Source: an optimization exercise on an open RTL-to-GDS flow (aim: small area, a short achievable clock period and few clock cycles per item). Production flows keep margins and buffers that such runs may drop.
Where RTL was checked, it was by simulation tests only, not by an equivalence proof against the original.
Function not checked in runs 1 and 6: the RTL went through the layout flow alone.

<file path="flow/config.mk">
export PLATFORM = sky130hd
export DESIGN_NAME = bitcoin_miner
export DESIGN_NICKNAME = bitcoin_miner
export VERILOG_FILES = /design/flow/design.v
export SDC_FILE = /design/flow/constraint.sdc
export NUM_CORES = 8
export LEC_CHECK = 0
export ABC_AREA = 1
export CAP_MARGIN = 20
export CORE_MARGIN = 2
export CORE_UTILIZATION = 40
export CTS_CLUSTER_DIAMETER = 80
export CTS_CLUSTER_SIZE = 24
export SETUP_SLACK_MARGIN = 4.5
export SLEW_MARGIN = 20
export SYNTH_HIERARCHICAL = 1
</file>
<file path="flow/constraint.sdc">
create_clock -name core_clock -period 8.5 [get_ports {clk}]
set_input_delay 1.7000 -clock core_clock [delete_from_list [all_inputs] [get_ports {clk}]]
set_output_delay 1.7000 -clock core_clock [all_outputs]
set_load 0.01 [all_outputs]
</file>
<file path="flow/design.v">
module swap_endian #(
  parameter UNIT_WIDTH = 8,
  parameter UNIT_COUNT = 4
  ) (
    input wire [(UNIT_WIDTH*UNIT_COUNT)-1:0] src,
    output reg [(UNIT_WIDTH*UNIT_COUNT)-1:0] dst
  );
 integer i;
  always @* begin
    for (i = 0; i < UNIT_COUNT; i = i + 1) begin
      dst[(i * UNIT_WIDTH) +: UNIT_WIDTH] = src[((UNIT_COUNT - i) * UNIT_WIDTH - 1) -: UNIT_WIDTH];
    end
  end
endmodule
module sha256_k (
  input  wire [5:0]  idx,
  output reg  [31:0] k
  );
  always @* begin
    case (idx)
      6'd0: k = 32'h428a2f98;
      6'd1: k = 32'h71374491;
      6'd2: k = 32'hb5c0fbcf;
      6'd3: k = 32'he9b5dba5;
      6'd4: k = 32'h3956c25b;
      6'd5: k = 32'h59f111f1;
      6'd6: k = 32'h923f82a4;
      6'd7: k = 32'hab1c5ed5;
      6'd8: k = 32'hd807aa98;
      6'd9: k = 32'h12835b01;
      6'd10: k = 32'h243185be;
      6'd11: k = 32'h550c7dc3;
      6'd12: k = 32'h72be5d74;
      6'd13: k = 32'h80deb1fe;
      6'd14: k = 32'h9bdc06a7;
      6'd15: k = 32'hc19bf174;
      6'd16: k = 32'he49b69c1;
      6'd17: k = 32'hefbe4786;
      6'd18: k = 32'h0fc19dc6;
      6'd19: k = 32'h240ca1cc;
      6'd20: k = 32'h2de92c6f;
      6'd21: k = 32'h4a7484aa;
      6'd22: k = 32'h5cb0a9dc;
      6'd23: k = 32'h76f988da;
      6'd24: k = 32'h983e5152;
      6'd25: k = 32'ha831c66d;
      6'd26: k = 32'hb00327c8;
      6'd27: k = 32'hbf597fc7;
      6'd28: k = 32'hc6e00bf3;
      6'd29: k = 32'hd5a79147;
      6'd30: k = 32'h06ca6351;
      6'd31: k = 32'h14292967;
      6'd32: k = 32'h27b70a85;
      6'd33: k = 32'h2e1b2138;
      6'd34: k = 32'h4d2c6dfc;
      6'd35: k = 32'h53380d13;
      6'd36: k = 32'h650a7354;
      6'd37: k = 32'h766a0abb;
      6'd38: k = 32'h81c2c92e;
      6'd39: k = 32'h92722c85;
      6'd40: k = 32'ha2bfe8a1;
      6'd41: k = 32'ha81a664b;
      6'd42: k = 32'hc24b8b70;
      6'd43: k = 32'hc76c51a3;
      6'd44: k = 32'hd192e819;
      6'd45: k = 32'hd6990624;
      6'd46: k = 32'hf40e3585;
      6'd47: k = 32'h106aa070;
      6'd48: k = 32'h19a4c116;
      6'd49: k = 32'h1e376c08;
      6'd50: k = 32'h2748774c;
      6'd51: k = 32'h34b0bcb5;
      6'd52: k = 32'h391c0cb3;
      6'd53: k = 32'h4ed8aa4a;
      6'd54: k = 32'h5b9cca4f;
      6'd55: k = 32'h682e6ff3;
      6'd56: k = 32'h748f82ee;
      6'd57: k = 32'h78a5636f;
      6'd58: k = 32'h84c87814;
      6'd59: k = 32'h8cc70208;
      6'd60: k = 32'h90befffa;
      6'd61: k = 32'ha4506ceb;
      6'd62: k = 32'hbef9a3f7;
      default: k = 32'hc67178f2;
    endcase
  end
endmodule
module csa32 (
  input  wire [31:0] x,
  input  wire [31:0] y,
  input  wire [31:0] z,
  output wire [31:0] s,
  output wire [31:0] c
  );
  wire [31:0] m = (x & y) | (x & z) | (y & z);
  assign s = x ^ y ^ z;
  assign c = {m[30:0], 1'b0};
endmodule
module add32 (
  input  wire [31:0] x,
  input  wire [31:0] y,
  output reg  [31:0] s
  );
  reg [31:0] p, G, P;
  integer i, d;
  always @* begin
    p = x ^ y;
    G = x & y;
    P = p;
    for (d = 1; d < 32; d = d * 2)
      for (i = 2 * d - 1; i < 32; i = i + 2 * d) begin
        G[i] = G[i] | (P[i] & G[i - d]);
        P[i] = P[i] & P[i - d];
      end
    for (d = 8; d >= 1; d = d / 2)
      for (i = 3 * d - 1; i < 32; i = i + 2 * d) begin
        G[i] = G[i] | (P[i] & G[i - d]);
        P[i] = P[i] & P[i - d];
      end
    s[0] = p[0];
    for (i = 1; i < 32; i = i + 1)
      s[i] = p[i] ^ G[i - 1];
  end
endmodule
module bitcoin_miner (
  input wire clk,
  input wire rst,
  input wire start,
  input wire [255:0] first_block_hash,
  input wire [127:0] second_block,
  input wire [255:0] target,
  input wire [31:0]  max_nonce,
  output reg running,
  output reg found,
  output reg [31:0] nonce
  );
  localparam [255:0] IV = {
    32'h6a09e667, 32'hbb67ae85, 32'h3c6ef372, 32'ha54ff53a,
    32'h510e527f, 32'h9b05688c, 32'h1f83d9ab, 32'h5be0cd19};
  localparam [1:0] PH_IDLE = 2'd0;
  localparam [1:0] PH_RF   = 2'd1;
  localparam [1:0] PH_H1   = 2'd2;
  localparam [1:0] PH_H2   = 2'd3;
  reg [1:0] phase;
  reg [6:0] rnd;
  reg [31:0] kreg;
  reg hi_eq, hi_lt, lo_eq, lo_lt;
  reg [3:0] sel_t;
  reg [31:0] op_a, op_e;
  reg last_nonce;
  reg [31:0] a, b, c, d, e, f, g, h;
  reg [511:0] w;
  function [31:0] bswap;
    input [31:0] x;
    bswap = {x[7:0], x[15:8], x[23:16], x[31:24]};
  endfunction
  function [31:0] word;
    input [255:0] v;
    input integer i;
    word = v[255 - 32 * i -: 32];
  endfunction
  wire [31:0] sig1 = {e[5:0], e[31:6]} ^ {e[10:0], e[31:11]} ^ {e[24:0], e[31:25]};
  wire [31:0] sig0 = {a[1:0], a[31:2]} ^ {a[12:0], a[31:13]} ^ {a[21:0], a[31:22]};
  wire [31:0] ch   = (e & f) ^ (~e & g);
  wire [31:0] maj  = (a & b) | (a & c) | (b & c);
  wire [31:0] w0   = w[32*0 +: 32];
  wire [31:0] s_hkw, c_hkw, s_t, c_t, s_a1, c_a1, s_a2, c_a2, s_e1, c_e1, s_e2, c_e2;
  csa32 u_hkw (.x(h), .y(kreg), .z(w0), .s(s_hkw), .c(c_hkw));
  csa32 u_t   (.x(sig1), .y(sig0), .z(maj), .s(s_t), .c(c_t));
  csa32 u_a1  (.x(s_hkw), .y(c_hkw), .z(ch), .s(s_a1), .c(c_a1));
  csa32 u_a2  (.x(s_t), .y(c_t), .z(s_a1), .s(s_a2), .c(c_a2));
  wire [31:0] s_a3, c_a3;
  csa32 u_a3  (.x(s_a2), .y(c_a2), .z(c_a1), .s(s_a3), .c(c_a3));
  wire [31:0] a_new;
  assign a_new = s_a3 + c_a3;
  csa32 u_e1  (.x(d), .y(sig1), .z(ch), .s(s_e1), .c(c_e1));
  csa32 u_e2  (.x(s_hkw), .y(c_hkw), .z(s_e1), .s(s_e2), .c(c_e2));
  wire [31:0] s_e3, c_e3;
  csa32 u_e3  (.x(s_e2), .y(c_e2), .z(c_e1), .s(s_e3), .c(c_e3));
  wire [31:0] e_new;
  assign e_new = s_e3 + c_e3;
  wire [31:0] w1  = w[32*1  +: 32];
  wire [31:0] w9  = w[32*9  +: 32];
  wire [31:0] w14 = w[32*14 +: 32];
  wire [31:0] ss0 = {w1[6:0], w1[31:7]} ^ {w1[17:0], w1[31:18]} ^ {3'b000, w1[31:3]};
  wire [31:0] ss1 = {w14[16:0], w14[31:17]} ^ {w14[18:0], w14[31:19]} ^ {10'b0, w14[31:10]};
  wire [31:0] s_x1, c_x1, s_x2, c_x2, w_next;
  csa32 u_x1 (.x(w0), .y(w9), .z(ss1), .s(s_x1), .c(c_x1));
  csa32 u_x2 (.x(s_x1), .y(c_x1), .z(ss0), .s(s_x2), .c(c_x2));
  wire ff_time = |sel_t;
  wire [31:0] xsum = (ff_time ? op_a : s_x2) + (ff_time ? a : c_x2);
  assign w_next = xsum;
  reg [31:0] t_hi, t_lo;
  integer k;
  always @* begin
    t_hi = 32'h0; t_lo = 32'h0;
    for (k = 0; k < 4; k = k + 1) begin
      t_hi = t_hi | ({32{sel_t[k]}} & word(target, k));
      t_lo = t_lo | ({32{sel_t[k]}} & word(target, 4 + k));
    end
  end
  wire [31:0] ff_a, ff_e;
  assign ff_a = xsum;
  assign ff_e = op_e + e;
  wire [31:0] v_hi = bswap(ff_e);
  wire [31:0] v_lo = bswap(ff_a);
  wire hi_w_lt = v_hi < t_hi;
  wire hi_w_eq = v_hi == t_hi;
  wire lo_w_lt = v_lo < t_lo;
  wire lo_w_eq = v_lo == t_lo;
  wire first_w = sel_t[0];
  wire hi_lt_n = first_w ? hi_w_lt : (hi_lt | (hi_eq & hi_w_lt));
  wire hi_eq_n = first_w ? hi_w_eq : (hi_eq & hi_w_eq);
  wire lo_lt_n = first_w ? lo_w_lt : (lo_lt | (lo_eq & lo_w_lt));
  wire lo_eq_n = first_w ? lo_w_eq : (lo_eq & lo_w_eq);
  always @(posedge clk) begin
    hi_lt <= hi_lt_n; hi_eq <= hi_eq_n;
    lo_lt <= lo_lt_n; lo_eq <= lo_eq_n;
  end
  wire hit = hi_lt | (hi_eq & (lo_lt | lo_eq));
  wire in_h1 = (phase == PH_H1);
  wire in_h2 = (phase == PH_H2);
  wire in_rf = (phase == PH_RF);
  wire r61 = (rnd == 7'd61);
  wire r63 = (rnd == 7'd63);
  wire r64 = (rnd == 7'd64);
  wire r65 = (rnd == 7'd65);
  wire [31:0] nonce_inc = nonce + {31'd0, in_h2};
  reg load_h1, load_iv, early_stop;
  wire rej_now = first_w & ~(hi_w_lt | hi_w_eq);
  always @(posedge clk) begin
    if (rst) begin
      load_h1 <= 1'b0;
      load_iv <= 1'b0;
      early_stop <= 1'b0;
    end else begin
      load_h1 <= (in_h2 & r61 & rej_now & ~last_nonce) | (in_rf & r61);
      load_iv <= in_h1 & r63;
      early_stop <= in_h2 & r61 & rej_now & last_nonce;
    end
  end
  wire full_end  = in_h2 & r65;                     
  wire to_rf     = full_end & ~hit & ~last_nonce;
  wire stop      = early_stop | (full_end & (hit | last_nonce));
  wire start_ok  = (phase == PH_IDLE) & start;
  reg [6:0] rnd_inc;
  reg [6:0] rnd_nxt;
  always @* begin
    if (load_h1 | load_iv) rnd_nxt = 7'd0;
    else if (to_rf | start_ok) rnd_nxt = 7'd48;
    else rnd_nxt = rnd_inc;
  end
  wire [31:0] k_inc;
  sha256_k u_k (.idx(rnd_inc[5:0]), .k(k_inc));
  wire ff_rng = (rnd_inc >= 7'd61) & (rnd_inc <= 7'd64);
  wire ff_nxt = phase[1] & ~load_h1 & ~load_iv & ff_rng;
  reg [3:0] sel_nxt, opsel;
  reg [31:0] op_a_nxt, op_e_nxt;
  always @* begin
    op_a_nxt = 32'h0; op_e_nxt = 32'h0;
    for (k = 0; k < 4; k = k + 1) begin
      sel_nxt[k] = ff_nxt & (rnd_inc[1:0] == ((k + 1) & 3));
      opsel[k] = ff_rng & (rnd_inc[1:0] == ((k + 1) & 3));
      if (in_h1) begin
        op_a_nxt = op_a_nxt | ({32{opsel[k]}} & word(first_block_hash, 3 - k));
        op_e_nxt = op_e_nxt | ({32{opsel[k]}} & word(first_block_hash, 7 - k));
      end else begin
        op_a_nxt = op_a_nxt | ({32{opsel[k]}} & word(IV, 3 - k));
        op_e_nxt = op_e_nxt | ({32{opsel[k]}} & word(IV, 7 - k));
      end
    end
  end
  always @(posedge clk) begin
    rnd <= rnd_nxt;
    rnd_inc <= rnd_nxt + 7'd1;
    kreg <= (load_h1 | load_iv) ? 32'h428a2f98 : k_inc;
    sel_t <= sel_nxt;
    op_a <= op_a_nxt;
    op_e <= op_e_nxt;
    last_nonce <= (nonce == max_nonce);
  end
  always @(posedge clk) begin
    if (rst) begin
      phase <= PH_IDLE;
      running <= 1'b0;
      found <= 1'b0;
    end else begin
      if (start_ok) begin
        phase <= PH_RF;
        running <= 1'b1;
        found <= 1'b0;
      end
      if (load_h1) phase <= PH_H1;
      if (load_iv) phase <= PH_H2;
      if (to_rf) phase <= PH_RF;
      if (stop) begin
        phase <= PH_IDLE;
        running <= 1'b0;
        found <= full_end & hit;
      end
    end
  end
  always @(posedge clk) begin
    if (start_ok) nonce <= bswap(second_block[31:0]);
    else if ((load_h1 & in_h2) | to_rf) nonce <= nonce_inc;
  end
  always @(posedge clk) begin
    if (load_h1) begin
      {a, b, c, d, e, f, g, h} <= first_block_hash;
    end else if (load_iv) begin
      {a, b, c, d, e, f, g, h} <= IV;
    end else begin
      a <= a_new; b <= a; c <= b; d <= c;
      e <= e_new; f <= e; g <= f; h <= g;
    end
  end
  reg [31:0] tail;
  always @* begin
    tail = w_next;
    if (in_h1 & (rnd >= 7'd57)) begin
      tail = (rnd == 7'd57) ? 32'h80000000 : r64 ? 32'h00000100 : 32'h0;
    end else if ((in_h2 | in_rf) & (rnd >= 7'd48)) begin
      case (rnd[5:0])
        6'd48:   tail = second_block[95:64];
        6'd49:   tail = second_block[63:32];
        6'd50:   tail = bswap(nonce_inc);
        6'd51:   tail = 32'h80000000;
        6'd62:   tail = 32'h00000280;
        default: tail = 32'h0;
      endcase
    end
  end
  wire h1_ff = in_h1 & (rnd >= 7'd61);
  reg [511:0] w_nxt;
  always @* begin
    w_nxt = {tail, w[511:32]};
    if (h1_ff) begin
      if (sel_t[0]) begin w_nxt[32*6 +: 32] = ff_a; w_nxt[32*10 +: 32] = ff_e; end
      if (sel_t[1]) begin w_nxt[32*4 +: 32] = ff_a; w_nxt[32*8  +: 32] = ff_e; end
      if (sel_t[2]) begin w_nxt[32*2 +: 32] = ff_a; w_nxt[32*6  +: 32] = ff_e; end
      if (sel_t[3]) begin w_nxt[32*0 +: 32] = ff_a; w_nxt[32*4  +: 32] = ff_e; end
    end
    if (load_h1) w_nxt[32*0 +: 32] = second_block[127:96];
  end
  always @(posedge clk) w <= w_nxt;
endmodule
</file>
<file path="flow/flow/run.sh">
#!/bin/bash
# The standard layout, with the port buffers made of the smallest
# buffer cell instead of the flow's default delay buffer.
set -euo pipefail
bash standard.sh "BUFFER_PORTS_ARGS=-buffer_cell sky130_fd_sc_hd__buf_1" finish > standard.log 2>&1
</file>
<file path="flow/standard.sh">
#!/bin/bash
# synth_recipe.tcl (not shown) runs the flow's synth.tcl, then flattens the netlist and writes it again
# the make line also repeats each setting of config.mk as NAME=value (left out here)
make -C /OpenROAD-flow-scripts/flow DESIGN_CONFIG=/design/flow/config.mk WORK_HOME=/design/flow/orfs CLKGATE_MAP_FILE= SYNTH_SCRIPT=/design/flow/synth_recipe.tcl "${@:-finish}"
</file>
==> results of run 1 <==
==> routing by layer <==
layer,vias to the layer above,GRT usage [%]
met5,-,0
met4,16,18.9
met3,636,12.0
met2,3800,61.3
met1,28300,59.6
li1,25400,-
==> synthesized netlist by cell type, types with 31 or more instances <==
cell	instances	area (um2)
nand4_1	73	457
fa_1	314	6290
a22oi_1	44	330
maj3_1	31	310
ha_1	207	2590
a22o_1	112	981
nand2_1	2140	8030
nor3_1	47	235
a221oi_1	68	596
clkbuf_1	185	694
buf_2	66	330
xnor2_1	212	1860
dfxtp_1	894	17900
o22a_1	53	464
inv_1	722	2710
nand3_1	486	2430
a21oi_1	308	1540
o21ai_0	443	2220
xor2_1	94	823
edfxtp_1	32	961
nor2_1	524	1970
==> logic make-up after synthesis <==
family	count (synthesis)	synth area share (%)
AND/OR/NAND/NOR	3362	24.7
AO/OA/AOI/OAI	1162	12.7
buffers and inverters	1041	7.36
flip-flops	926	33.8
adder cells (fa/ha/maj)	552	16.5
XOR/XNOR	306	4.81
other	10	0.0673
==> area by class of cell <==
type | count | share of cell area (%)
Multi-Input combinational cell | 5392 | 54.8
Sequential cell | 926 | 27.0
Timing Repair Buffer | 1050 | 7.90
Inverter | 738 | 4.00
Tap cell | 1794 | 3.15
Clock buffer | 65 | 2.19
Clock inverter | 40 | 0.927
Antenna cell | 10 | 0.0351
==> flip-flops by register name, indices dropped and copies added, names as in the netlist, 2 cells and up <==
name / count
d: 32
op_e: 32
kreg: 32
f: 32
a: 32
b: 32
rnd: 7
w: 512
nonce: 32
op_a: 32
sel_t: 4
h: 32
phase: 2
e: 32
c: 32
rnd_inc: 7
g: 32
==> Yosys stat by module, one instance, submodules excluded <==
module | cell area, um2 | times used | cells
bitcoin_miner | 46200 | 1 | 6319
csa32 | 667 | 10 | 42
sha256_k | 2830 | 1 | 620
==> repair_timing <==
| action | 4_1_cts | 5_1_grt |
|---|---|---|
| pin swaps | 248 | 352 |
| endpoints found under the setup margin | 216 | 107 |
| setup buffers | 152 | 117 |
| endpoints found under the hold margin | 0 | 0 |
| cloned | 1 | 0 |
| resized for setup | 1037 | 621 |
==> metrics by stage <==
step / hold WS (ns) / utilization (%) / instance area (um2) / worst slack, ns
floorplan: 0.310 / - / 55800 / 4.50
global placement: 0.310 / 43.5 / 60000 / 2.83
detailed placement: 0.312 / 43.6 / 60000 / 2.92
CTS: 0.323 / 49.1 / 67700 / 4.09
global route: 0.332 / 51.7 / 71300 / 3.89
finish: 0.318 / 51.7 / 71300 / 4.00
==> worst max-delay path, stage by stage (launching register included) <==
cell	delay, ns
dfxtp_4	0.47
xnor2_4	0.16
xnor2_2	0.14
fa_1	0.49
fa_1	0.60
inv_2	0.06
o21ai_4	0.20
inv_2	0.06
fa_2	0.38
inv_4	0.11
buf_6	0.10
nand4_1	0.16
nand3_2	0.16
nand2_2	0.09
inv_2	0.10
nor2_4	0.05
ha_4	0.25
nand2_1	0.07
or3_4	0.41
a21oi_4	0.15
o21bai_4	0.06
nand2_1	0.07
nand2_1	0.04
==> cells in the final DEF (no fill, tap or decap), types with 90 or more instances in the layout <==
cell type,n
nor2_1,437
nand2_2,172
o21ai_0,349
ha_4,90
buf_1,708
fa_1,234
a21oi_1,217
xnor2_1,93
dfxtp_4,94
buf_4,285
ha_1,107
nand3_1,405
a22o_1,112
dfxtp_1,744
inv_1,653
nand2_1,1892
==> worst max path at each step <==
stage | cells past startpoint | to | from
final | 22 | lo_lt | w[468]
after global routing | 25 | lo_eq | w[470]
after CTS | 23 | lo_lt | w[468]
after detailed placement | 24 | lo_lt | sel_t[1]
after global placement | 18 | lo_lt | sel_t[1]
after floorplan | 26 | lo_lt | w[465]
==> flow_metrics.py, run 1 <==
metrics = {
    "status": {
        "outcome": "timing/DRC/antenna clean",
    },
    "synthesis": {
        "synth.cell_area_um2": 55700,
        "syn_inst": 7359,
        "synth.distinct_cells": 56,
        "yosys_warnings": 8,
        "async_reset_ff_share_pct": 0,
        "synth_nets": 8555,
        "synth_seq_area_share_pct": 33.8,
        "ys.flop_type": "dfxtp_1",
        "ys_ff_latch": 926,
        "synth_edf_count": 32,
        "syn_area_per_cell_um2": 7.57,
    },
    "drt": {
        "final_antenna_net_count": 0,
        "wirelength_um": 318000,
        "wl_met2_um": 130000,
        "viasPerCell": 5.81,
        "post_drt_wl_per_cell_um": 31.7,
        "drtPass1Iterations": 8,
        "drc_errors": 0,
        "dr_total_vias": 58200,
        "m1WireLength_um": 130000,
        "highest_layer": "met5",
        "dr_wl_met3_um": 39200,
        "first_iter_violations": 7953,
    },
    "setup_path": {
        "critPathLaunchType": "flop",
        "r2r_end": "lo_lt",
        "required_ns": 9.16,
        "path_class": "reg2reg",
        "reg2reg_slack_ns": 4.00,
        "path_max_fanout": 4,
        "cp.arrival_ns": 5.16,
        "worst-r2r-cell-count": 22,
        "r2r-start": "w[468]",
        "endpoint_kind": "flop",
    },
    "global_route": {
        "overflow": 0,
        "antenna_found_initial": 24,
        "grt_pass1_vias": 52900,
        "gr-usage-all-layers_pct": 42.8,
        "grt_pass1_wl_um": 422000,
        "grt_max_degree": 110,
    },
    "clock_tree": {
        "cts_root_buf": "clkbuf_16",
        "cts_tree": "built",
        "clk_pin_slew_ns": 0.09,
        "clockBufferDepth": 3,
        "htreeDepth": 2,
        "cts_hold_buf": 0,
        "clock_latency_ns": 0.78,
        "cts_made_buffers": 61,
        "clock-sinks": 926,
    },
    "die": {
        "rows": 136,
        "core_um2": 138000,
        "fp.dieW_um": 377,
        "initial_core_util_pct": 40.4,
        "die_h_um": 377,
        "dieArea_um2": 142000,
        "pin_count": 709,
    },
    "sta": {
        "finalCriticalPeriod_ns": 4.50,
        "slew_violations": 0,
        "setup-tns-final_ns": 0,
        "tightest_slew_ns": 1.29,
        "rsz0062_at_grt": "yes",
        "fin_skew_ns": 0.0600,
        "final-hold-violation-count": 0,
        "finalSetupViolCount": 0,
        "slew_headroom_pct": 14.2,
        "max_freq_ghz": 0.222,
        "min_period_over_period_pct": 53.0,
    },
    "worst_hold_path": {
        "worstHoldStart": "w[336]",
        "min_delay_path_depth": 0,
        "holdPathEnd": "w[304]",
        "hold_path_class": "reg2reg",
    },
    "layout": {
        "drive_gt1_share_pct": 20.0,
        "multi_input_area_um2": 39000,
        "fin_nets": 9365,
        "stdcell_count": 10000,
        "syn_to_final_growth_pct": 27.9,
        "seqCellArea_um2": 19300,
        "fillCellCount": 13600,
    },
    "place": {
        "dp.cells": 9629,
        "hpwl_um": 255000,
        "gp_congestion": 1.10,
        "port_buffers": 708,
    },
    "job": {
        "max_cap_violations": 0,
    },
}
==> run 2: changes to the inputs <==
--- a/flow/design.v
+++ b/flow/design.v
@@ -189,5 +189,3 @@
   csa32 u_x2 (.x(s_x1), .y(c_x1), .z(ss0), .s(s_x2), .c(c_x2));
-  wire ff_time = |sel_t;
-  wire [31:0] xsum = (ff_time ? op_a : s_x2) + (ff_time ? a : c_x2);
-  assign w_next = xsum;
+  assign w_next = s_x2 + c_x2;
   reg [31:0] t_hi, t_lo;
@@ -202,3 +200,3 @@
   wire [31:0] ff_a, ff_e;
-  assign ff_a = xsum;
+  assign ff_a = op_a + a;
   assign ff_e = op_e + e;
==> flow_metrics.py, run 2 <==
metrics = {
    "global_route": {
        "grt_pass1_wl_um": 395000,
        "antenna_found_initial": 20,
        "grt_max_degree": 104,
        "grt_pass1_vias": 52700,
        "gr-usage-all-layers_pct": 37.9,
        "overflow": 0,
    },
    "setup_path": {
        "crit_path_top_delay_cell": "fa_1",
        "cp_top_family": "adder cells",
        "crit_chain": "fa_2, fa_1, fa_1, fa_1, ha_4, nand2_1, nand2_1, nand2_1, nand2_1, nand2_1, a21oi_1, nor2_1, nand3_1, nand3_1, nand2_1, inv_1",
        "path_max_fanout": 5,
        "path_buf_inv": 1,
        "r2r-start": "w[14]",
        "critPathLaunchType": "flop",
        "reg2reg_slack_ns": 4.48,
        "worstSetupStartpoint": "w[14]",
        "cp_slowest_stage_delay_ns": 0.62,
        "required_ns": 9.17,
        "crit_top_cell": "nand2_1",
        "cp.arrival_ns": 4.69,
        "worst-r2r-cell-count": 16,
        "endpoint_kind": "flop",
        "crit_cells": 16,
        "path_class": "reg2reg",
    },
    "clock_tree": {
        "clock-sinks": 926,
        "cts_hold_buf": 0,
        "cts_made_buffers": 61,
        "clock_latency_ns": 0.77,
        "clk_pin_slew_ns": 0.10,
        "htreeDepth": 2,
        "cts_root_buf": "clkbuf_16",
        "cts_tree": "built",
        "clockBufferDepth": 3,
    },
    "synthesis": {
        "synth_edf_count": 32,
        "synth_seq_area_share_pct": 33.0,
        "synth.cell_area_um2": 57200,
        "synth_nets": 8719,
        "syn_area_per_cell_um2": 7.64,
        "ys_ff_latch": 926,
        "syn_inst": 7491,
        "async_reset_ff_share_pct": 0,
        "ys_top_cells_by_area": "dfxtp_1, nand2_1, fa_1, inv_1, ha_1",
        "synth.distinct_cells": 67,
        "yosys_warnings": 8,
        "synth_common_cells": "nand2_1, dfxtp_1, inv_1, nand3_1, nor2_1",
        "ys.flop_type": "dfxtp_1",
        "yosys.area.top_type": "dfxtp_1",
        "synth_top_area_share_pct": 31.3,
        "synth.most_common_cell": "nand2_1",
    },
    "worst_hold_path": {
        "hold_path_class": "reg2reg",
        "worstHoldStart": "w[344]",
        "min_delay_path_depth": 0,
    },
    "place": {
        "port_buffers": 708,
        "hpwl_um": 231000,
        "gp_congestion": 1.05,
    },
    "die": {
        "initial_core_util_pct": 40.4,
        "die_h_um": 382,
        "fp.dieW_um": 382,
        "pin_count": 709,
        "rows": 138,
        "dieArea_um2": 146000,
        "core_um2": 142000,
    },
    "drt": {
        "wirelength_um": 286000,
        "dr_total_vias": 56400,
        "viasPerCell": 5.61,
        "post_drt_wl_per_cell_um": 28.5,
        "drtPass1Iterations": 6,
        "drc_errors": 0,
        "final_antenna_net_count": 0,
        "first_iter_violations": 7447,
    },
    "layout": {
        "final_core_util_pct": 47.1,
        "multi_input_area_um2": 36000,
        "final_cell_mix": "nand2_1, inv_1, dfxtp_1",
        "largest_reg_flops": 512,
        "syn_to_final_growth_pct": 16.7,
        "seqCellArea_um2": 19200,
        "drive_gt1_share_pct": 11.1,
        "final_common_cell": "nand2_1",
        "fin_nets": 9343,
        "top_register": "w",
        "fillCellCount": 14500,
    },
    "sta": {
        "hold_ws_ns": 0.306,
        "setup-tns-final_ns": 0,
        "slew_headroom_pct": 15.9,
        "max_freq_ghz": 0.249,
        "slew_violations": 0,
        "rsz0062_at_grt": "yes",
        "fin_skew_ns": 0.0745,
        "finalCriticalPeriod_ns": 4.02,
        "final-hold-violation-count": 0,
        "finalSetupViolCount": 0,
        "tightest_slew_ns": 1.26,
        "min_period_over_period_pct": 47.3,
    },
    "job": {
        "max_cap_violations": 0,
    },
    "status": {
        "outcome": "timing/DRC/antenna clean",
    },
}
==> run 2: path summary, 6_finish.rpt <==
kind / to
min reg2reg: w[312]
max: a[29]
max reg2reg: a[29]
min: w[312]
==> run 2: worst reg2reg max path, cell delays in order, from the launching register on <==
cell     delay (ns)
dfxtp_4        0.42
fa_2           0.49
fa_1           0.62
fa_1           0.47
fa_1           0.57
ha_4           0.34
nand2_1        0.06
nand2_1        0.10
nand2_1        0.07
nand2_1        0.15
nand2_1        0.12
a21oi_1        0.18
nor2_1         0.07
nand3_1        0.08
nand3_1        0.07
nand2_1        0.09
inv_1          0.03
==> run 2: logic make-up after synthesis <==
family          after synthesis  share of synthesized area [%]
compound gates             1182                           12.8
xor+xnor                    305                           4.67
fa+ha+maj                   584                           16.8
buf+inv                    1145                           8.16
flops                       926                           33.0
other cells                  10                         0.0656
simple gates               3339                           24.5
==> run 2: through the flow <==
stage | instance area, um2 | worst slack, ns | std cells
2_1_floorplan | 57200 | 4.65 | 7491
3_3_place_gp | 61200 | 3.30 | 9825
3_5_place_dp | 61200 | 3.38 | 9826
4_1_cts | 64900 | 4.44 | 9973
5_1_grt | 66800 | 4.31 | 10000
6_report | 66800 | 4.48 | 10000
==> run 2: per-module statistics from Yosys, one instance, submodules excluded <==
module	cells inside	flip-flops and latches	area, um2
csa32	42	0	667
sha256_k	602	0	2990
bitcoin_miner	6469	926	47500
==> run 2: metal layers <==
layer  GRT usage, %  up-vias  share of wire (%)  routed length, um
met1           54.1    27100                 43             123000
met2           54.7     3263                 41             117000
met4           16.6       18                5.2              14900
met5              0        -              0.043                122
met3           8.30      490                 11              31200
li1               -    25500                  -                  -
==> run 2: cell type report <==
| class | count | share of cell area (%) |
|---|---|---|
| multi-input cells | 5421 | 53.9 |
| flip-flops and latches | 926 | 28.7 |
| repair buffers | 875 | 6.00 |
| inverters | 830 | 4.72 |
| well taps | 1890 | 3.54 |
| clock buffers | 63 | 2.30 |
| clock inverters | 39 | 0.858 |
| diodes | 5 | 0.0187 |
==> run 2: timing repair <==
action | CTS | global route
buffers inserted | 44 | 71
setup endpoints to repair | 77 | 72
resized for setup | 376 | 323
pin swaps | 32 | 66
cloned | 1 | 0
Testbench counts of run 2, summed over its fixed seeds: cycles 242,107, nonces 1,887.
==> run 3: changes to the inputs <==
--- a/flow/config.mk
+++ b/flow/config.mk
@@ -7,3 +7,3 @@
 export LEC_CHECK = 0
-export ABC_AREA = 1
+export ABC_AREA = 0
 export CAP_MARGIN = 20
==> flow_metrics.py, run 3 <==
metrics = {
    "clock_tree": {
        "clock_latency_ns": 0.74,
        "cts_root_buf": "clkbuf_16",
        "cts_tree": "built",
        "clock-sinks": 926,
        "clockBufferDepth": 3,
        "cts_hold_buf": 0,
        "clk_pin_slew_ns": 0.10,
        "htreeDepth": 2,
        "cts_made_buffers": 55,
    },
    "sta": {
        "finalCriticalPeriod_ns": 4.84,
        "finalSetupViolCount": 0,
        "setup_ws_ns": 3.66,
        "rsz0062_at_grt": "yes",
        "fin_skew_ns": 0.0739,
        "tightest_slew_ns": 1.17,
        "min_period_over_period_pct": 56.9,
        "setup-tns-final_ns": 0,
        "slew_headroom_pct": 21.4,
        "max_freq_ghz": 0.207,
        "final-hold-violation-count": 0,
        "slew_violations": 0,
    },
    "die": {
        "dieArea_um2": 136000,
        "rows": 133,
        "fp.dieW_um": 368,
        "core_um2": 132000,
        "die_h_um": 368,
        "pin_count": 709,
        "initial_core_util_pct": 40.3,
    },
    "synthesis": {
        "ys_ff_latch": 926,
        "synth_top_area_share_pct": 33.7,
        "yosys_warnings": 8,
        "yosys.area.top_type": "dfxtp_1",
        "synth_nets": 6807,
        "async_reset_ff_share_pct": 0,
        "synth.cell_area_um2": 53100,
        "synth_seq_area_share_pct": 35.5,
        "ys.flop_type": "dfxtp_1",
        "syn_area_per_cell_um2": 9.51,
        "syn_inst": 5579,
        "ys_top_cells_by_area": "dfxtp_1, fa_1, ha_1, xnor2_1, o21ai_0",
        "synth.distinct_cells": 104,
        "synth_common_cells": "dfxtp_1, nand2_1, o21ai_0, nor2_1, a21oi_1",
        "synth_edf_count": 32,
        "synth.most_common_cell": "dfxtp_1",
    },
    "layout": {
        "largest_reg_flops": 512,
        "fin_nets": 7427,
        "final_common_cell": "dfxtp_1",
        "top_register": "w",
        "drive_gt1_share_pct": 15.7,
        "syn_to_final_growth_pct": 19.5,
        "fillCellCount": 12600,
        "final_cell_mix": "dfxtp_1, buf_1, nand2_1",
    },
    "job": {
        "max_cap_violations": 0,
    },
    "setup_path": {
        "cp.arrival_ns": 5.46,
        "critPathLaunchType": "flop",
        "required_ns": 9.12,
        "endpoint_kind": "flop",
        "path_max_fanout": 5,
        "path_class": "reg2reg",
    },
    "drt": {
        "viasPerCell": 5.98,
        "drc_errors": 0,
        "dr_total_vias": 47800,
        "final_antenna_net_count": 0,
        "first_iter_violations": 5377,
        "post_drt_wl_per_cell_um": 30.2,
        "drtPass1Iterations": 5,
        "wirelength_um": 242000,
    },
    "global_route": {
        "gr-usage-all-layers_pct": 34.4,
        "overflow": 0,
        "grt_max_degree": 119,
        "antenna_found_initial": 18,
        "grt_pass1_vias": 46100,
        "grt_pass1_wl_um": 336000,
    },
    "place": {
        "place_ws_ns": 2.45,
        "port_buffers": 708,
        "gp_congestion": 1.03,
        "hpwl_um": 191000,
    },
    "status": {
        "outcome": "timing/DRC/antenna clean",
    },
    "worst_hold_path": {
        "hold_path_class": "reg2reg",
    },
}
==> run 3: changes by cell type in the layout (fill, tap and decap cells not counted), moves of 60 or more <==
cell	delta
a21o_1	+81
nand2_1	-1536
inv_1	-672
o22a_1	-78
nor2_1	-95
mux2i_1	+60
mux2_2	+76
nand3_1	-393
o21ai_0	+86
==> run 3: final timing paths <==
| check | start | to | slack [ns] | depth (start not counted) |
|---|---|---|---|---|
| max reg2reg | w[10] | a[29] | 3.66 | 14 |
| max | w[10] | a[29] | 3.66 | 14 |
| min reg2reg | w[193] | w[161] | 0.32 | 0 |
| min | w[193] | w[161] | 0.32 | 0 |
==> run 3: layout make-up <==
type / count / area [um2] / area share (%)
clock inverters: 28 / 407 / 0.642
flip-flops and latches: 926 / 19200 / 30.3
repair buffers: 949 / 4670 / 7.37
well taps: 1755 / 2200 / 3.46
multi-input cells: 4140 / 35000 / 55.2
inverters: 127 / 483 / 0.762
clock buffers: 61 / 1420 / 2.24
diodes: 11 / 27.5 / 0.0434
==> run 3: cell families after synthesis <==
logic type	synth area share (%)
mux	3.08
xor+xnor	7.79
buf+inv	3.85
compound gates	19.8
simple gates	11.7
other cells	0.0708
flops	35.5
fa+ha+maj	18.1
==> run 3: per-stage QoR <==
step	std cells	hold WS (ns)	utilization, %	cell area [um2]
after detailed placement	7737	0.312	43.6	57400
after floorplan	5579	0.310	-	53600
after CTS	7931	0.322	47.1	62100
after global routing	7991	0.322	48.1	63400
after global placement	7737	0.310	43.6	57400
final	7997	0.317	48.2	63400
==> run 3: timing repair <==
action,in CTS,in global routing
endpoints found under the setup margin,82,75
resized for setup,477,187
cloned,0,0
setup buffers,105,55
pin swaps,168,160
==> run 3: worst max-delay path: stages (launching register included) <==
cell and delay [ns]:
dfxtp_4 0.44, fa_2 0.49, fa_2 0.62, fa_1 0.45
fa_1 0.56, ha_4 0.24, nand3_2 0.08, o211ai_1 0.11
or4_4 0.44, o21ba_4 0.25, a2111oi_4 0.45, nor2_2 0.07
a31oi_1 0.22, xnor2_1 0.09, o31a_1 0.23
==> run 3: per-layer routing <==
layer,vias to the layer above,routed length (um),GRT usage (%)
met3,523,20900,5.53
met4,4,14100,16.4
met1,23800,97500,45.6
met5,-,26,0
li1,21000,-,-
met2,2524,109000,54.8
==> run 3: per-module statistics from Yosys, one instance, submodules excluded <==
module / cells inside / flip-flops and latches / copies in the design
sha256_k: 508 / 0 / 1
bitcoin_miner: 4731 / 926 / 1
csa32: 34 / 0 / 10
==> run 4: changes to the inputs <==
--- a/flow/config.mk
+++ b/flow/config.mk
@@ -7,3 +7,3 @@
 export LEC_CHECK = 0
-export ABC_AREA = 0
+export ABC_AREA = 1
 export CAP_MARGIN = 20
@@ -15,2 +15,2 @@
 export SLEW_MARGIN = 20
-export SYNTH_HIERARCHICAL = 1
+export SYNTH_HIERARCHICAL = 0
==> flow_metrics.py, run 4 <==
metrics = {
    "worst_hold_path": {
        "min_delay_path_depth": 0,
        "hold_path_class": "reg2reg",
        "holdPathEnd": "w[246]",
        "worstHoldStart": "w[278]",
    },
    "layout": {
        "largest_reg_flops": 512,
        "final_common_cell": "nand2_1",
        "top_register": "w",
        "final_cell_mix": "nand2_1, inv_1, dfxtp_1",
        "fin_nets": 9508,
        "drive_gt1_share_pct": 12.4,
        "final_core_util_pct": 48.1,
        "final_area_um2": 68200,
        "syn_to_final_growth_pct": 19.4,
    },
    "setup_path": {
        "crit_path_top_delay_cell": "fa_1",
        "cp_slowest_stage_delay_ns": 0.63,
        "crit_chain": "buf_12, buf_4, xnor2_1, xor2_1, fa_1, fa_1, fa_1, inv_1, ha_1, a21oi_1, a21boi_0, nand2_1, a21oi_1, nand2_1, inv_1, nand2_1, nand3_1, nand2_1",
        "required_ns": 9.14,
        "reg2reg_slack_ns": 4.08,
        "cp.arrival_ns": 5.06,
        "critPathLaunchType": "flop",
        "crit_top_cell": "nand2_1",
        "r2r_end": "e[31]",
        "r2r-start": "e[23]",
        "path_class": "reg2reg",
        "worst-r2r-cell-count": 18,
        "path_max_fanout": 4,
        "endpoint_kind": "flop",
        "cp_top_family": "adder cells",
        "path_buf_inv": 4,
    },
    "synthesis": {
        "synth_edf_count": 32,
        "ys.flop_type": "dfxtp_1",
        "async_reset_ff_share_pct": 0,
        "yosys.area.top_type": "dfxtp_1",
        "syn_inst": 7581,
        "synth.most_common_cell": "nand2_1",
        "ys_top_cells_by_area": "dfxtp_1, nand2_1, fa_1, inv_1, ha_1",
        "ys_ff_latch": 926,
        "synth.distinct_cells": 62,
        "yosys_warnings": 2,
        "synth_common_cells": "nand2_1, inv_1, dfxtp_1, o21ai_0, nor2_1",
        "synth_top_area_share_pct": 31.3,
        "synth_nets": 8802,
        "synth.cell_area_um2": 57100,
        "synth_seq_area_share_pct": 33.0,
        "syn_area_per_cell_um2": 7.53,
    },
    "die": {
        "pin_count": 709,
        "rows": 138,
        "die_h_um": 382,
        "fp.dieW_um": 382,
        "dieArea_um2": 146000,
        "initial_core_util_pct": 40.3,
        "core_um2": 142000,
    },
    "drt": {
        "wirelength_um": 303000,
        "post_drt_wl_per_cell_um": 29.6,
        "drc_errors": 0,
        "final_antenna_net_count": 0,
        "first_iter_violations": 7296,
        "viasPerCell": 5.67,
        "dr_total_vias": 58000,
        "drtPass1Iterations": 8,
    },
    "sta": {
        "finalSetupViolCount": 0,
        "slew_violations": 0,
        "finalCriticalPeriod_ns": 4.42,
        "rsz0062_at_grt": "yes",
        "final-hold-violation-count": 0,
        "tightest_slew_ns": 1.19,
        "setup-tns-final_ns": 0,
        "slew_headroom_pct": 20.2,
        "max_freq_ghz": 0.226,
        "fin_skew_ns": 0.0533,
        "min_period_over_period_pct": 52.0,
    },
    "place": {
        "placed_cell_area_um2": 61600,
        "gp_congestion": 1.08,
        "hpwl_um": 247000,
        "port_buffers": 708,
    },
    "job": {
        "max_cap_violations": 0,
    },
    "global_route": {
        "grt_pass1_wl_um": 415000,
        "gr-usage-all-layers_pct": 40.2,
        "grt_max_degree": 136,
        "grt_pass1_vias": 54200,
        "antenna_found_initial": 35,
        "overflow": 0,
    },
    "clock_tree": {
        "clock_latency_ns": 0.77,
        "cts_tree": "built",
        "clk_pin_slew_ns": 0.10,
        "clock-sinks": 926,
        "clockBufferDepth": 3,
        "htreeDepth": 2,
        "cts_hold_buf": 0,
        "cts_made_buffers": 59,
        "cts_root_buf": "clkbuf_16",
    },
    "status": {
        "outcome": "timing/DRC/antenna clean",
    },
}
[run 4: changes by cell type in the layout (fill, tap and decap cells not counted), moves of 76 or more]
cell / previous run / this run
inv_1: 123 / 1085
mux2_2: 76 / 0
nand2_1: 496 / 1652
nand3_1: 79 / 432
nor2_1: 329 / 432
o21ai_0: 394 / 470
xnor2_1: 234 / 132
[run 4: cell families (layout without fill, tap and decap cells)]
family / Yosys count / after routing / share of synthesized area, %
other: 0 / 22 / 0
XOR/XNOR: 315 / 315 / 4.83
AND/OR/NAND/NOR: 2962 / 2962 / 21.7
adder cells (fa/ha/maj): 575 / 575 / 16.5
buffers and inverters: 1459 / 2201 / 9.72
AO/OA/AOI/OAI: 1344 / 1344 / 14.2
flip-flops: 926 / 926 / 33.0
[run 4: worst max path at each step]
stage | to | startpoint | cells after the start
after floorplan | a[28] | w[2] | 21
after global placement | e[14] | e[20] | 16
after detailed placement | e[14] | e[20] | 16
after CTS | e[30] | e[13] | 22
after global routing | a[14] | w[2] | 22
final | e[31] | e[23] | 18
[run 4: layout make-up]
class / count / area [um2]
diodes: 22 / 55.1
clock buffers: 62 / 1500
clock inverters: 35 / 532
fillers: 14300 / 73400
inverters: 1176 / 4490
multi-input cells: 5196 / 35600
flip-flops and latches: 926 / 19100
well taps: 1890 / 2360
repair buffers: 928 / 4510
[run 4: what timing repair did]
item                                    CTS  global route
setup buffers                           108            50
endpoints found under the setup margin  127            83
pin swaps                               184           156
resized for setup                       664           251
[run 4: metal layers]
layer  global-route usage [%]  up-vias  share of wire (%)
li1                         -    25800                  -
met1                     54.6    28100                 41
met2                     58.9     3496                 41
met3                     9.50      658                 10
met4                     21.5       16                6.6
met5                        0        -              0.034
[run 4: worst reg2reg max path: cells and delay by family, from the launching register on]
kind	cells	cell delay, ns
AO/OA/AOI/OAI	3	0.59
AND/OR/NAND/NOR	5	0.39
XOR/XNOR	2	0.51
adder cells (fa/ha/maj)	4	2.05
flip-flops	1	0.36
buffers and inverters	4	0.41
[run 4: through the flow]
stage          hold slack (ns)  worst slack, ns  std cells
6_report                 0.314             4.08      10200
5_1_grt                  0.310             3.96      10200
4_1_cts                  0.318             4.11      10200
3_5_place_dp             0.312             2.93       9956
3_3_place_gp             0.310             2.80       9956
2_1_floorplan            0.310             4.51       7581
==> run 5: changes to the inputs <==
--- a/flow/config.mk
+++ b/flow/config.mk
@@ -11,6 +11,7 @@
 export CORE_UTILIZATION = 40
-export CTS_CLUSTER_DIAMETER = 80
-export CTS_CLUSTER_SIZE = 24
+export CTS_CLUSTER_DIAMETER = 90
+export CTS_CLUSTER_SIZE = 28
+export PLACE_DENSITY = 0.66
 export SETUP_SLACK_MARGIN = 4.5
 export SLEW_MARGIN = 20
-export SYNTH_HIERARCHICAL = 0
+export SYNTH_HIERARCHICAL = 1
==> flow_metrics.py, run 5 <==
metrics = {
    "status": {
        "outcome": "timing/DRC/antenna clean",
    },
    "clock_tree": {
        "clock-sinks": 926,
        "clk_pin_slew_ns": 0.11,
        "cts_made_buffers": 51,
        "cts_tree": "built",
        "clockBufferDepth": 3,
        "cts_root_buf": "clkbuf_16",
        "clock_latency_ns": 0.75,
        "htreeDepth": 2,
    },
    "setup_path": {
        "r2r_end": "op_a[21]",
        "required_ns": 9.05,
        "reg2reg_slack_ns": 4.44,
        "path_max_fanout": 43,
        "r2r-start": "rnd_inc[2]",
        "worst-r2r-cell-count": 9,
        "path_class": "reg2reg",
        "cp.arrival_ns": 4.61,
        "endpoint_kind": "flop",
        "critPathLaunchType": "flop",
    },
    "synthesis": {
        "ys_top_cells_by_area": "dfxtp_1, nand2_1, fa_1, inv_1, ha_1",
        "synth_common_cells": "nand2_1, dfxtp_1, inv_1, nand3_1, nor2_1",
        "synth_nets": 8719,
        "synth_compound_area_share_pct": 12.8,
        "syn_inst": 7491,
        "synth_fa_ha_area_share_pct": 16.8,
        "yosys_warnings": 8,
        "synth.most_common_cell": "nand2_1",
        "synth_simple_gate_area_share_pct": 24.5,
        "yosys.area.top_type": "dfxtp_1",
        "synth.cell_area_um2": 57200,
        "ys.flop_type": "dfxtp_1",
        "synth_edf_count": 32,
        "async_reset_ff_share_pct": 0,
        "synth_xor_area_share_pct": 4.67,
        "muxShareOfSynthArea_pct": 0,
        "syn_area_per_cell_um2": 7.64,
        "ys_ff_latch": 926,
        "synth_seq_area_share_pct": 33.0,
        "synth_top_area_share_pct": 31.3,
        "synth_top_family_by_area": "simple AND/OR/NAND/NOR gates",
        "synth.distinct_cells": 67,
    },
    "layout": {
        "fin_nets": 9325,
        "drive_gt1_share_pct": 11.1,
        "largest_reg_flops": 512,
        "final_common_cell": "nand2_1",
        "fillCellCount": 14400,
        "top_register": "w",
        "final_cell_mix": "nand2_1, inv_1, dfxtp_1",
        "syn_to_final_growth_pct": 16.3,
    },
    "global_route": {
        "gr-usage-all-layers_pct": 38.1,
        "grt_pass1_vias": 52700,
        "grt_pass1_wl_um": 396000,
        "antenna_found_initial": 24,
        "grt_max_degree": 82,
        "overflow": 0,
    },
    "place": {
        "gp_congestion": 1.08,
        "place_ws_ns": 3.21,
        "hpwl_um": 234000,
        "port_buffers": 708,
    },
    "sta": {
        "slew_headroom_pct": 16.9,
        "finalSetupViolCount": 0,
        "min_period_over_period_pct": 47.7,
        "setup-tns-final_ns": 0,
        "fin_skew_ns": 0.0935,
        "slew_violations": 0,
        "setup_ws_ns": 4.44,
        "hold_ws_ns": 0.314,
        "final-hold-violation-count": 0,
        "rsz0062_at_grt": "yes",
        "tightest_slew_ns": 1.24,
        "max_freq_ghz": 0.246,
        "finalCriticalPeriod_ns": 4.06,
    },
    "die": {
        "rows": 138,
        "pin_count": 709,
        "core_um2": 142000,
        "fp.dieW_um": 382,
        "initial_core_util_pct": 40.4,
        "die_h_um": 382,
        "dieArea_um2": 146000,
    },
    "drt": {
        "post_drt_wl_per_cell_um": 28.8,
        "wirelength_um": 289000,
        "final_antenna_net_count": 0,
        "viasPerCell": 5.67,
        "first_iter_violations": 7556,
        "dr_total_vias": 56800,
        "drc_errors": 0,
        "drtPass1Iterations": 6,
    },
    "worst_hold_path": {
        "worstHoldStart": "w[68]",
        "holdPathEnd": "w[36]",
        "min_delay_path_depth": 0,
        "hold_path_class": "reg2reg",
    },
    "job": {
        "max_cap_violations": 0,
    },
}
==> run 5: cell types whose count changed in the layout (fill, tap and decap cells not counted), sizes merged, moves of 20 or more <==
cell     delta
xnor2     +109
o2111ai    +29
o221ai     -20
o22ai      +20
nand3      +29
buf        -61
inv       -348
xor2      -119
nand2     +348
a21oi      -32
o21ai     -151
a21boi     +27
==> run 5: worst max path at each step <==
stage / to / slack [ns] / start / cells after the start
final: op_a[21] / 4.44 / rnd_inc[2] / 9
after global routing: a[23] / 4.36 / w[6] / 16
after CTS: e[12] / 4.47 / e[10] / 17
after detailed placement: e[12] / 3.21 / e[15] / 16
after global placement: e[12] / 3.18 / e[15] / 16
after floorplan: nonce[0] / 4.65 / load_h1 / 6
==> run 5: critical path: stages, from the launching register on <==
cell	delay [ns]
dfxtp_1	0.32
buf_4	0.52
inv_1	0.19
nor4_1	0.26
nand2_1	0.17
buf_4	0.26
inv_2	0.25
buf_4	0.43
nand2_4	0.47
o2111ai_1	0.87
==> run 5: per-module statistics from Yosys, one instance, submodules excluded <==
module	area (um2)	copies in the design	flip-flops and latches	cells inside
bitcoin_miner	47500	1	926	6469
sha256_k	2990	1	0	602
csa32	667	10	0	42
==> run 5: per-layer routing <==
layer	GRT usage (%)	vias up	wire (um)
met4	16.0	20	14500
met5	0	-	134
met2	55.3	3448	119000
met3	9.45	488	34200
li1	-	25500	-
met1	53.6	27400	121000
==> run 5: per-stage QoR <==
stage / instance area, um2 / util, % / std cells
floorplan: 57200 / - / 7491
global placement: 61200 / 43.2 / 9827
detailed placement: 61200 / 43.2 / 9828
CTS: 64700 / 45.6 / 9954
global route: 66500 / 46.9 / 10000
finish: 66500 / 46.9 / 10000
==> run 5: what timing repair did <==
item | 4_1_cts | 5_1_grt
pin swaps | 45 | 119
setup endpoints to repair | 78 | 62
gates cloned | 1 | 0
endpoints found under the hold margin | 0 | 0
resized for setup | 383 | 342
buffers inserted | 41 | 64
hold buffers | 0 | 0
==> run 5: cell type report <==
type                            count  area [um2]  share of cell area [%]
Multi-Input combinational cell   5421       36100                    54.2
Tap cell                         1890        2360                    3.55
Antenna cell                        6        15.0                  0.0226
Timing Repair Buffer              867        3960                    5.96
Clock inverter                     31         541                   0.812
Inverter                          830        3150                    4.73
Clock buffer                       53        1290                    1.94
Sequential cell                   926       19100                    28.8
==> run 5: cell families (layout without fill, tap and decap cells) <==
| logic type | count (synthesis) | after routing |
|---|---|---|
| other | 10 | 16 |
| adder cells (fa/ha/maj) | 584 | 584 |
| XOR/XNOR | 305 | 305 |
| flip-flops | 926 | 926 |
| AO/OA/AOI/OAI | 1182 | 1182 |
| AND/OR/NAND/NOR | 3339 | 3340 |
| buffers and inverters | 1145 | 1781 |
==> run 6: changes to the inputs <==
--- a/flow/design.v
+++ b/flow/design.v
@@ -150,4 +150,26 @@
   reg last_nonce;
+  reg load_h1, load_iv, early_stop;
+  wire ld_any = load_h1 | load_iv;
   reg [31:0] a, b, c, d, e, f, g, h;
-  reg [511:0] w;
+  reg [479:0] w;
+  reg [31:0] xs, xc;
+  function [31:0] add_load;
+    input [31:0] x;
+    input [31:0] y;
+    input ld;
+    input [31:0] v;
+    reg [31:0] p, gg, pp;
+    integer i, dd;
+    begin
+      p = x ^ y;
+      gg = x & y;
+      pp = p;
+      for (dd = 1; dd < 32; dd = dd * 2)
+        for (i = 31; i >= dd; i = i - 1) begin
+          gg[i] = gg[i] | (pp[i] & gg[i - dd]);
+          pp[i] = pp[i] & pp[i - dd];
+        end
+      add_load = (ld ? v : p) ^ ({gg[30:0], 1'b0} & {32{~ld}});
+    end
+  endfunction
   function [31:0] bswap;
@@ -173,4 +195,3 @@
   csa32 u_a3  (.x(s_a2), .y(c_a2), .z(c_a1), .s(s_a3), .c(c_a3));
-  wire [31:0] a_new;
-  assign a_new = s_a3 + c_a3;
+  wire [31:0] a_nxt = add_load(s_a3, c_a3, ld_any, load_h1 ? word(first_block_hash, 0) : word(IV, 0));
   csa32 u_e1  (.x(d), .y(sig1), .z(ch), .s(s_e1), .c(c_e1));
@@ -179,4 +200,3 @@
   csa32 u_e3  (.x(s_e2), .y(c_e2), .z(c_e1), .s(s_e3), .c(c_e3));
-  wire [31:0] e_new;
-  assign e_new = s_e3 + c_e3;
+  wire [31:0] e_nxt = add_load(s_e3, c_e3, ld_any, load_h1 ? word(first_block_hash, 4) : word(IV, 4));
   wire [31:0] w1  = w[32*1  +: 32];
@@ -186,6 +206,6 @@
   wire [31:0] ss1 = {w14[16:0], w14[31:17]} ^ {w14[18:0], w14[31:19]} ^ {10'b0, w14[31:10]};
-  wire [31:0] s_x1, c_x1, s_x2, c_x2, w_next;
+  wire [31:0] s_x1, c_x1, s_x2, c_x2;
   csa32 u_x1 (.x(w0), .y(w9), .z(ss1), .s(s_x1), .c(c_x1));
   csa32 u_x2 (.x(s_x1), .y(c_x1), .z(ss0), .s(s_x2), .c(c_x2));
-  assign w_next = s_x2 + c_x2;
+  wire [31:0] w15 = xs + xc;
   reg [31:0] t_hi, t_lo;
@@ -226,3 +246,2 @@
   wire [31:0] nonce_inc = nonce + {31'd0, in_h2};
-  reg load_h1, load_iv, early_stop;
   wire rej_now = first_w & ~(hi_w_lt | hi_w_eq);
@@ -305,9 +324,13 @@
   always @(posedge clk) begin
+    a <= a_nxt;
+    e <= e_nxt;
     if (load_h1) begin
-      {a, b, c, d, e, f, g, h} <= first_block_hash;
+      {b, c, d} <= first_block_hash[223:128];
+      {f, g, h} <= first_block_hash[95:0];
     end else if (load_iv) begin
-      {a, b, c, d, e, f, g, h} <= IV;
+      {b, c, d} <= IV[223:128];
+      {f, g, h} <= IV[95:0];
     end else begin
-      a <= a_new; b <= a; c <= b; d <= c;
-      e <= e_new; f <= e; g <= f; h <= g;
+      b <= a; c <= b; d <= c;
+      f <= e; g <= f; h <= g;
     end
@@ -315,4 +338,6 @@
   reg [31:0] tail;
+  reg inject;
   always @* begin
-    tail = w_next;
+    tail = s_x2;
+    inject = 1'b1;
     if (in_h1 & (rnd >= 7'd57)) begin
@@ -328,2 +353,4 @@
       endcase
+    end else begin
+      inject = 1'b0;
     end
@@ -331,5 +358,5 @@
   wire h1_ff = in_h1 & (rnd >= 7'd61);
-  reg [511:0] w_nxt;
+  reg [479:0] w_nxt;
   always @* begin
-    w_nxt = {tail, w[511:32]};
+    w_nxt = {w15, w[479:32]};
     if (h1_ff) begin
@@ -342,3 +369,7 @@
   end
-  always @(posedge clk) w <= w_nxt;
+  always @(posedge clk) begin
+    w <= w_nxt;
+    xs <= tail;
+    xc <= inject ? 32'h0 : c_x2;
+  end
 endmodule
--- a/flow/config.mk
+++ b/flow/config.mk
@@ -11,5 +11,4 @@
 export CORE_UTILIZATION = 40
-export CTS_CLUSTER_DIAMETER = 90
-export CTS_CLUSTER_SIZE = 28
-export PLACE_DENSITY = 0.66
+export CTS_CLUSTER_DIAMETER = 80
+export CTS_CLUSTER_SIZE = 24
 export SETUP_SLACK_MARGIN = 4.5
==> flow_metrics.py, run 6 <==
metrics = {
    "status": {
        "outcome": "timing/DRC/antenna clean",
    },
    "synthesis": {
        "synth_top_area_share_pct": 32.4,
        "synth_nets": 8581,
        "muxShareOfSynthArea_pct": 0,
        "synth_fa_ha_area_share_pct": 16.7,
        "synth_top_family_by_area": "simple AND/OR/NAND/NOR gates",
        "syn_inst": 7355,
        "synth_compound_area_share_pct": 13.1,
        "synth.distinct_cells": 54,
        "synth_edf_count": 32,
        "synth_xor_area_share_pct": 5.55,
        "synth_seq_area_share_pct": 34.1,
        "synth.most_common_cell": "nand2_1",
        "ys_ff_latch": 958,
        "yosys.area.top_type": "dfxtp_1",
        "synth_simple_gate_area_share_pct": 23.1,
        "ys_top_cells_by_area": "dfxtp_1, nand2_1, fa_1, ha_1, inv_1",
        "synth.cell_area_um2": 57100,
        "ys.flop_type": "dfxtp_1",
        "syn_area_per_cell_um2": 7.77,
        "async_reset_ff_share_pct": 0,
        "synth_common_cells": "nand2_1, dfxtp_1, inv_1, nor2_1, nand3_1",
        "yosys_warnings": 8,
    },
    "setup_path": {
        "r2r_end": "load_h1",
        "reg2reg_slack_ns": 4.43,
        "r2r-start": "e[0]",
        "crit_path_top_delay_cell": "nand4_1",
        "cp_slowest_stage_delay_ns": 0.53,
        "path_buf_inv": 2,
        "path_max_fanout": 7,
        "required_ns": 9.07,
        "endpoint_kind": "flop",
        "crit_top_cell": "nand2_1",
        "cp_top_family": "simple AND/OR/NAND/NOR gates",
        "worst-r2r-cell-count": 22,
        "cp.arrival_ns": 4.64,
        "crit_chain": "buf_4, ha_4, fa_2, nand2_2, nand2_1, nand3b_1, nand2_1, nand2_1, nand2_2, nand2_2, nand2_1, nand2_2, nand2_1, ha_1, nand2_1, nor2_4, nand4_1, nor3_4, buf_4, a21oi_1, nand3_1, a21oi_1",
        "worstSetupStartpoint": "e[0]",
        "path_class": "reg2reg",
        "critPathLaunchType": "flop",
    },
    "worst_hold_path": {
        "worstHoldStart": "w[385]",
        "holdPathEnd": "w[353]",
        "min_delay_path_depth": 0,
        "hold_path_class": "reg2reg",
    },
    "global_route": {
        "grt_pass1_vias": 53800,
        "overflow": 0,
        "antenna_found_initial": 26,
        "grt_max_degree": 81,
        "grt_pass1_wl_um": 406000,
        "gr-usage-all-layers_pct": 39.4,
    },
    "layout": {
        "top_register": "w",
        "fin_nets": 9213,
        "final_common_cell": "nand2_1",
        "final_area_um2": 67200,
        "largest_reg_flops": 480,
        "final_cell_mix": "nand2_1, dfxtp_1, inv_1",
        "syn_to_final_growth_pct": 17.6,
        "drive_gt1_share_pct": 10.7,
    },
    "place": {
        "hpwl_um": 240000,
        "placed_cell_area_um2": 61400,
        "port_buffers": 708,
        "gp_congestion": 1.07,
    },
    "clock_tree": {
        "htreeDepth": 3,
        "clk_pin_slew_ns": 0.10,
        "cts_root_buf": "clkbuf_16",
        "clock-sinks": 958,
        "clockBufferDepth": 3,
        "cts_hold_buf": 0,
        "cts_tree": "built",
        "clock_latency_ns": 0.72,
        "cts_made_buffers": 66,
    },
    "drt": {
        "viasPerCell": 5.68,
        "dr_total_vias": 56500,
        "drtPass1Iterations": 6,
        "wirelength_um": 296000,
        "final_antenna_net_count": 0,
        "first_iter_violations": 6228,
        "drc_errors": 0,
        "post_drt_wl_per_cell_um": 29.8,
    },
    "job": {
        "max_cap_violations": 0,
    },
    "sta": {
        "final-hold-violation-count": 0,
        "slew_headroom_pct": 15.2,
        "finalSetupViolCount": 0,
        "setup-tns-final_ns": 0,
        "finalCriticalPeriod_ns": 4.07,
        "min_period_over_period_pct": 47.9,
        "tightest_slew_ns": 1.26,
        "fin_skew_ns": 0.0444,
        "rsz0062_at_grt": "yes",
        "max_freq_ghz": 0.246,
        "slew_violations": 0,
    },
    "die": {
        "fp.dieW_um": 382,
        "dieArea_um2": 146000,
        "die_h_um": 382,
        "rows": 138,
        "pin_count": 709,
        "initial_core_util_pct": 40.4,
        "core_um2": 142000,
    },
}
-- run 6: metrics by stage --
stage	utilization [%]	setup WS (ns)	hold WS, ns	instances
detailed placement	43.4	3.51	0.312	9702
finish	47.4	4.43	0.317	9932
global placement	43.4	3.56	0.310	9702
CTS	46.3	4.48	0.325	9875
floorplan	-	4.72	0.310	7355
global route	47.4	4.36	0.330	9923
-- run 6: cell families (layout without fill, tap and decap cells) --
logic type | count (synthesis) | count (layout)
xor gates and xnor gates | 362 | 362
and+or+nand+nor | 3194 | 3194
other | 10 | 21
buffers and inverters | 1055 | 1731
adders and majority gates | 582 | 582
DFF | 958 | 958
AOI/OAI and AO/OA | 1194 | 1194
-- run 6: worst max path at each step --
stage               endpoint  slack [ns]  cells after the start
finish               load_h1        4.43                     22
global route           a[21]        4.36                     16
CTS                    e[29]        4.48                     18
detailed placement     e[31]        3.51                     17
global placement       e[31]        3.56                     17
floorplan           nonce[0]        4.72                      4
-- run 6: cell type report --
class                   instances  area, um2
multi-input cells            5342      35700
well taps                    1890       2360
clock buffers                  70       1670
fillers                     14200      74400
flip-flops and latches        958      19800
repair buffers                892       4170
inverters                     727       2740
diodes                         11       27.5
clock inverters                42        671
-- run 6: per-module statistics from Yosys (local to each module, per instance) --
| module | times used | cells |
|---|---|---|
| sha256_k | 1 | 604 |
| csa32 | 10 | 42 |
| bitcoin_miner | 1 | 6331 |
-- run 6: per-layer routing --
metal | vias up | GRT usage, % | share of wire (%) | wire, um
met5 | - | 0 | 0.030 | 88
met2 | 3164 | 63.0 | 45 | 133000
met1 | 27200 | 47.1 | 37 | 111000
met3 | 795 | 6.91 | 8.3 | 24600
met4 | 14 | 30.3 | 9.4 | 27800
li1 | 25200 | - | - | -
-- run 6: timing repair --
action / 4_1_cts / 5_1_grt
resized for setup: 378 / 289
setup endpoints to repair: 61 / 48
pin swaps: 53 / 70
buffers inserted: 61 / 46
cloned: 0 / 0

afterwards: timing with drivers on the ports:
In the flow no input, the clock included, has a driving cell. The finished layouts below were timed again as built, in two steps. Step 1 sets driving cells, clkbuf_16 on the clock port and buf_2 on the other inputs (assumed; they add their load-dependent delay and slew). Step 2 times the ports against the registers' clock, not the clock port: input delays grow and output delays shrink by t, the midpoint of the rising clock arrivals with the driver on. Three values: ideal, step 1, step 2; two values: the first two.
run	shift t [ns]	setup slack, ns	worst hold slack (ns)	worst setup path at the end	worst data-port slew with drivers (ns)
run 1	0.839	3.996 / 3.996 / 3.996	0.318 / 0.318 / 0.318	register to register	0.13
run 2	0.814	4.482 / 4.482 / 4.368	0.306 / 0.306 / 0.306	input to register	0.13
run 3	0.787	3.661 / 3.661 / 3.661	0.317 / 0.317 / 0.317	register to register	0.12
run 4	0.821	4.081 / 4.081 / 4.079	0.314 / 0.314 / 0.314	input to register	0.27
run 5	0.765	4.443 / 4.443 / 4.435	0.314 / 0.314 / 0.314	input to register	0.25
run 6	0.788	4.430 / 4.430 / 4.177	0.317 / 0.317 / 0.317	input to register	0.19
After both steps every run listed still meets setup and hold. The setup slack of run 6, which loses most, moves by 0.000 ns with the drivers and by -0.253 ns with both steps.
